This design comes from an exercise in tuning for small area and a short achievable clock period on the open sky130 flow, not from production work.
At most, simulation tests tie the RTL to the original design; equivalence was not proved.
Power and IR drop assume default switching activity.

## the reference run
==> module p1024_to_s16, before the edit <==
module p1024_to_s16 #(parameter NPE = 4)(
	input  logic              clk,
	input  logic              rst_n,
	input  logic [NPE*16-1:0] datain_pe,
	input  logic              input_en_control,
	output logic              capture,
	input  logic [14:0]       addr_in_control,
	input  logic              pool_en,
	input  logic              output_en,
	output logic [15:0]       writedata_output,
	output logic [14:0]       address_output,
	output logic              write_output,
	input  logic              waitrequest_output,
	output logic [1:0]        byteenable_output,
	output logic              chipselect
);
	localparam logic [2:0] IDLE = 3'd0, POOL_INIT = 3'd1, POOL = 3'd2, OUT0 = 3'd3;
	localparam logic [2:0] OUTN = OUT0 + NPE;
	logic [2:0]  state;
	logic [NPE*16-1:0] buffer_out;
	logic [14:0] address_output_in;
	assign byteenable_output = 2'b11;
	assign write_output = 1'b1;
	assign chipselect = 1'b0;
	assign capture = (state == IDLE) & input_en_control;
	always_ff @(posedge clk) begin
		if (capture)
			address_output_in <= addr_in_control;
		else if (state >= OUT0 && state != OUTN && output_en && !waitrequest_output)
			address_output_in <= address_output_in + 15'd2;
	end
	always_ff @(posedge clk) begin
		if (!rst_n) begin
			state <= IDLE;
			buffer_out <= '0;
			address_output <= '0;
			writedata_output <= '0;
		end else begin
			case (state)
				IDLE: if (input_en_control) state <= POOL_INIT;
				POOL_INIT: state <= POOL;
				POOL: begin
					for (int k = 0; k < NPE; k++)
						if (!pool_en || $signed(datain_pe[k*16 +: 16]) > $signed(buffer_out[k*16 +: 16]))
							buffer_out[k*16 +: 16] <= datain_pe[k*16 +: 16];
					state <= OUT0;
				end
				default: begin
					if (!output_en)
						state <= IDLE;
					else if (!waitrequest_output) begin
						if (state == OUTN)
							state <= IDLE;
						else begin
							address_output   <= address_output_in;
							writedata_output <= buffer_out[15:0];
							buffer_out       <= buffer_out >> 16;
							state            <= state + 3'd1;
						end
					end
				end
			endcase
		end
	end
endmodule
==> flow/config.mk <==
export PLATFORM = sky130hd
export DESIGN_NAME = pe_array_top
export DESIGN_NICKNAME = pe_array_top
export VERILOG_FILES = /design/flow/design.v
export SDC_FILE = /design/flow/constraint.sdc
export NUM_CORES = 8
export LEC_CHECK = 0
export CAP_MARGIN = 20
export CORE_MARGIN = 2
export CORE_UTILIZATION = 55
export SLEW_MARGIN = 20
==> flow/constraint.sdc <==
create_clock -name core_clock -period 10.0 [get_ports {clk}]
set_input_delay 2.0000 -clock core_clock [delete_from_list [all_inputs] [get_ports {clk}]]
set_output_delay 2.0000 -clock core_clock [all_outputs]
set_load 0.01 [all_outputs]
standard.sh (not shown) runs the stock make flow with config.mk's settings and CLKGATE_MAP_FILE= SYNTH_SCRIPT=/design/flow/synth_recipe.tcl, a recipe that flattens the netlist after the stock synthesis.
==> flow/flow/run.sh <==
#!/bin/bash
# Standard synthesis unchanged, then the standard layout steps with other settings.
set -eo pipefail
bash standard.sh synth > synth.log 2>&1
bash standard.sh BUFFER_PORTS_ARGS="-buffer_cell sky130_fd_sc_hd__buf_1" SETUP_SLACK_MARGIN=5.8 CTS_ARGS="-sink_clustering_enable -repair_clock_nets -dont_use_dummy_load -buf_list sky130_fd_sc_hd__clkbuf_8 -sink_clustering_size 10 -sink_clustering_max_diameter 50" finish > layout.log 2>&1
Inputs modified between the reference run and the trial run:
--- a/flow/design.v
+++ b/flow/design.v
@@ -1211,48 +1211,61 @@
 	output logic              chipselect
 );
 	localparam logic [2:0] IDLE = 3'd0, POOL_INIT = 3'd1, POOL = 3'd2, OUT0 = 3'd3;
 	localparam logic [2:0] OUTN = OUT0 + NPE;
 	logic [2:0]  state;
-	logic [NPE*16-1:0] buffer_out;
+	logic [NPE*16-1:0] buffer_out_n;    
 	logic [14:0] address_output_in;
 	assign byteenable_output = 2'b11;
 	assign write_output = 1'b1;
 	assign chipselect = 1'b0;
 	assign capture = (state == IDLE) & input_en_control;
+	function automatic logic greater(input logic [15:0] x, input logic [15:0] y);
+		logic [15:0] a, b, g, e;
+		a = {~x[15], x[14:0]};
+		b = {~y[15], y[14:0]};
+		g = a & ~b;
+		e = ~(a ^ b);
+		for (int w = 1; w < 16; w = w * 2)
+			for (int i = 0; i < 16; i += 2 * w) begin
+				g[i] = g[i + w] | (e[i + w] & g[i]);
+				e[i] = e[i + w] & e[i];
+			end
+		greater = g[0];
+	endfunction
 	always_ff @(posedge clk) begin
 		if (capture)
 			address_output_in <= addr_in_control;
 		else if (state >= OUT0 && state != OUTN && output_en && !waitrequest_output)
 			address_output_in <= address_output_in + 15'd2;
 	end
 	always_ff @(posedge clk) begin
 		if (!rst_n) begin
 			state <= IDLE;
-			buffer_out <= '0;
+			buffer_out_n <= '1;
 			address_output <= '0;
 			writedata_output <= '0;
 		end else begin
 			case (state)
 				IDLE: if (input_en_control) state <= POOL_INIT;
 				POOL_INIT: state <= POOL;
 				POOL: begin
 					for (int k = 0; k < NPE; k++)
-						if (!pool_en || $signed(datain_pe[k*16 +: 16]) > $signed(buffer_out[k*16 +: 16]))
-							buffer_out[k*16 +: 16] <= datain_pe[k*16 +: 16];
+						if (!pool_en || greater(datain_pe[k*16 +: 16], ~buffer_out_n[k*16 +: 16]))
+							buffer_out_n[k*16 +: 16] <= ~datain_pe[k*16 +: 16];
 					state <= OUT0;
 				end
 				default: begin
 					if (!output_en)
 						state <= IDLE;
 					else if (!waitrequest_output) begin
 						if (state == OUTN)
 							state <= IDLE;
 						else begin
 							address_output   <= address_output_in;
-							writedata_output <= buffer_out[15:0];
-							buffer_out       <= buffer_out >> 16;
+							writedata_output <= ~buffer_out_n[15:0];
+							buffer_out_n     <= {16'hffff, buffer_out_n[NPE*16-1:16]};
 							state            <= state + 3'd1;
 						end
 					end
 				end
 			endcase
[summary]
- From the reference run to the trial run, number of sequential cells in the layout did not move at all.
- Final worst slack delta (the trial run -> the reference run): insignificant
- Cmp the trial run vs the reference run: clock latency at the later pin of the worst-skew pair higher in the trial run
- The trial run does better than the reference run on die area.
- The trial run has total power divided by cell area above what the reference run had.
- The trial run vs the reference run — multi-input gate share of the layout cell area dropped 0.52 points.
- The trial run vs. the reference run: global-route track usage on met2 barely changed, final core utilization climbed 0.40 points.
- The worst hold slack in the trial run sits 0.0058 ns below the value recorded for the reference run.
Only the layout flow was run in the reference run; the RTL was not checked for function there.

separate check: timing with driven ports:
The flow's constraints put no driver on any port. The routed layouts listed below were extracted and timed again, unchanged, in two steps.
Step 1 (the two cells are an assumption about what drives the block):
set clk [get_ports {clk}]
set_driving_cell -lib_cell sky130_fd_sc_hd__clkbuf_16 $clk
set_driving_cell -lib_cell sky130_fd_sc_hd__buf_2 [delete_from_list [all_inputs] $clk]
Step 2 also shifts input and output timing later by t, the mid clock arrival at the registers, as if the neighbouring blocks saw the same clock.
Slacks: ideal / step 1 / step 2; pairs: ideal / step 1.
run	t, ns	setup WS [ns]	worst setup path at the end
the reference run	0.780	5.797 / 5.765 / 5.257	input to register
the trial run	0.807	5.799 / 5.766 / 5.611	input to register
After both steps setup and hold are still met in every run listed. For the reference run, which loses most, drivers alone change the setup slack by -0.032 ns; drivers and shift together by -0.540 ns.
